Background: an optimization exercise with open tools, aiming at small area. Do not read the settings as production practice. The RTL was checked by simulation tests, not by an equivalence proof against the original design.

== old ==
==> flow/design.v (excerpt) <==
module qam_rx(
    input clk,
    input reset,
    input [2:0] sw,
    input signed [17:0] rf_in,
    output signed [17:0] dec_var_i,
    output signed [17:0] dec_var_q
);
==> flow/config.mk <==
export PLATFORM = sky130hd
export DESIGN_NAME = qam_rx
export DESIGN_NICKNAME = qam_rx
export VERILOG_FILES = /design/flow/design.v
export SDC_FILE = /design/flow/constraint.sdc
export NUM_CORES = 8
export LEC_CHECK = 0
export CAP_MARGIN = 20
export CORE_MARGIN = 2
export CORE_UTILIZATION = 70
export CTS_CLUSTER_DIAMETER = 80
export CTS_CLUSTER_SIZE = 24
export SLEW_MARGIN = 20
export SYNTH_HIERARCHICAL = 1
export SYNTH_MINIMUM_KEEP_SIZE = 0
==> flow/constraint.sdc <==
create_clock -name core_clock -period 12.0 [get_ports {clk}]
set_input_delay 2.4000 -clock core_clock [delete_from_list [all_inputs] [get_ports {clk}]]
set_output_delay 2.4000 -clock core_clock [all_outputs]
set_load 0.01 [all_outputs]
run.sh (not shown) runs the stock make flow with config.mk's settings and CLKGATE_MAP_FILE= SYNTH_SCRIPT=/design/flow/synth_recipe.tcl, a recipe that flattens the netlist after the stock synthesis.
Edits applied to the flow inputs when going from old to new:
--- a/flow/design.v
+++ b/flow/design.v
@@ -900,23 +900,23 @@
 wire m1_c52 = m1_c6 | m1_s7;
 wire m1_s53, m1_c54;
 qr_fa um1_s53 (.a(~s1[12]), .b(~s1[9]), .c(~s1[4]), .s(m1_s53), .k(m1_c54));
 wire m1_s55 = ~(m1_c8 ^ m1_s9);
 wire m1_c56 = m1_c8 | m1_s9;
 wire m1_s57, m1_c58;
 qr_fa um1_s57 (.a(~s1[17]), .b(s1[15]), .c(~s1[13]), .s(m1_s57), .k(m1_c58));
 wire m1_s59, m1_c60;
 qr_fa um1_s59 (.a(~s1[10]), .b(~s1[5]), .c(m1_c10), .s(m1_s59), .k(m1_c60));
 wire m1_s61, m1_c62;
 qr_fa um1_s61 (.a(s1[16]), .b(~s1[14]), .c(~s1[11]), .s(m1_s61), .k(m1_c62));
-wire m1_s63 = s1[6];
+wire m1_s63 = ~~s1[6];
 wire m1_c64 = ~s1[6];
 wire m1_s65, m1_c66;
 qr_fa um1_s65 (.a(~s1[17]), .b(~s1[15]), .c(~s1[12]), .s(m1_s65), .k(m1_c66));
 wire m1_s67, m1_c68;
 qr_ha um1_s67 (.a(~s1[16]), .b(~s1[13]), .s(m1_s67), .k(m1_c68));
 wire m1_s69, m1_c70;
 qr_ha um1_s69 (.a(s1[2]), .b(~s1[0]), .s(m1_s69), .k(m1_c70));
 wire m1_s71, m1_c72;
 qr_fa um1_s71 (.a(s1[3]), .b(~s1[1]), .c(m1_c12), .s(m1_s71), .k(m1_c72));
 wire m1_s73, m1_c74;
 qr_fa um1_s73 (.a(s1[4]), .b(~s1[2]), .c(m1_c14), .s(m1_s73), .k(m1_c74));
@@ -992,29 +992,29 @@
 qr_fa um1_s143 (.a(m1_s65), .b(m1_c98), .c(m1_s99), .s(m1_s143), .k(m1_c144));
 wire m1_s145 = ~(m1_c100 ^ m1_s101);
 wire m1_c146 = m1_c100 | m1_s101;
 wire m1_s147, m1_c148;
 qr_fa um1_s147 (.a(m1_c68), .b(m1_c102), .c(m1_s103), .s(m1_s147), .k(m1_c148));
 wire m1_s149 = ~(m1_c104 ^ m1_s105);
 wire m1_c150 = m1_c104 | m1_s105;
 wire m1_s151 = ~(m1_c106 ^ m1_s107);
 wire m1_c152 = m1_c106 | m1_s107;
 wire m1_s153, m1_c154;
 qr_fa um1_s153 (.a(s1[17]), .b(~s1[12]), .c(m1_c108), .s(m1_s153), .k(m1_c154));
-wire m1_s155 = s1[13];
+wire m1_s155 = ~~s1[13];
 wire m1_c156 = ~s1[13];
-wire m1_s157 = s1[14];
+wire m1_s157 = ~~s1[14];
 wire m1_c158 = ~s1[14];
-wire m1_s159 = s1[15];
+wire m1_s159 = ~~s1[15];
 wire m1_c160 = ~s1[15];
-wire m1_s161 = s1[16];
+wire m1_s161 = ~~s1[16];
 wire m1_c162 = ~s1[16];
 wire [35:0] m1_ra = {1'b1, 1'b1, 1'b1, 1'b1, s1[17], m1_c160, m1_c158, m1_c156, m1_c154, m1_c152, m1_c150, m1_c148, m1_c146, m1_c144, m1_c142, m1_c140, m1_c138, m1_c136, m1_c134, m1_c132, m1_c130, m1_c128, m1_c126, m1_c124, m1_c122, m1_c120, m1_c118, m1_c116, m1_c114, m1_c112, m1_c110, s1[0], ~s1[3], ~s1[2], ~s1[1], ~s1[0]};
 wire [35:0] m1_rb = {1'b0, 1'b0, 1'b0, 1'b0, m1_c162, m1_s161, m1_s159, m1_s157, m1_s155, m1_s153, m1_s151, m1_s149, m1_s147, m1_s145, m1_s143, m1_s141, m1_s139, m1_s137, m1_s135, m1_s133, m1_s131, m1_s129, m1_s127, m1_s125, m1_s123, m1_s121, m1_s119, m1_s117, m1_s115, m1_s113, m1_s111, m1_s109, s1[1], s1[0], 1'b0, 1'b1};
 wire klm1_g0, klm1_p0; qr_ha klm1_h0 (.a(m1_ra[0]), .b(m1_rb[0]), .s(klm1_p0), .k(klm1_g0));
 wire klm1_g1, klm1_p1; qr_ha klm1_h1 (.a(m1_ra[1]), .b(m1_rb[1]), .s(klm1_p1), .k(klm1_g1));
 wire klm1_g2, klm1_p2; qr_ha klm1_h2 (.a(m1_ra[2]), .b(m1_rb[2]), .s(klm1_p2), .k(klm1_g2));
 wire klm1_g3, klm1_p3; qr_ha klm1_h3 (.a(m1_ra[3]), .b(m1_rb[3]), .s(klm1_p3), .k(klm1_g3));
 wire klm1_g4, klm1_p4; qr_ha klm1_h4 (.a(m1_ra[4]), .b(m1_rb[4]), .s(klm1_p4), .k(klm1_g4));
 wire klm1_g5, klm1_p5; qr_ha klm1_h5 (.a(m1_ra[5]), .b(m1_rb[5]), .s(klm1_p5), .k(klm1_g5));
 wire klm1_g6, klm1_p6; qr_ha klm1_h6 (.a(m1_ra[6]), .b(m1_rb[6]), .s(klm1_p6), .k(klm1_g6));
 wire klm1_g7, klm1_p7; qr_ha klm1_h7 (.a(m1_ra[7]), .b(m1_rb[7]), .s(klm1_p7), .k(klm1_g7));
==> notes.md <==
Comparing old with new, the cell area came out essentially unchanged.
Setup slack: new vs old identical
Utilization after layout delta (old -> new): insignificant
The register clock-pin slew on the reported worst setup and hold paths on old is in line with that on new.
Number of nets in the finished design: new vs old identical

-- static timing again, ports no longer ideal --
Ports are ideal in the flow. The routed layouts listed here were re-timed in OpenROAD.
Step 1, drivers: a clkbuf_16 drives clk and a buf_2 each remaining input, both assumed.
Step 2 also shifts input and output timing later by t, the mid clock arrival at the registers, as if the neighbouring blocks saw the same clock.
Three values: no drivers, after step 1, after step 2; two values: the first two.
| run | t (ns) | setup WS [ns] | worst setup path at the end | latest minus earliest clock arrival (ns) | slew at the worst register clock pin (ns) |
|---|---|---|---|---|---|
| old | 1.067 | 1.753 / 1.753 / 1.753 | register to register | 0.089 / 0.089 | 0.11 / 0.11 |
| new | 1.067 | 1.753 / 1.753 / 1.753 | register to register | 0.089 / 0.089 | 0.11 / 0.11 |
After both steps setup and hold are still met in every run listed.
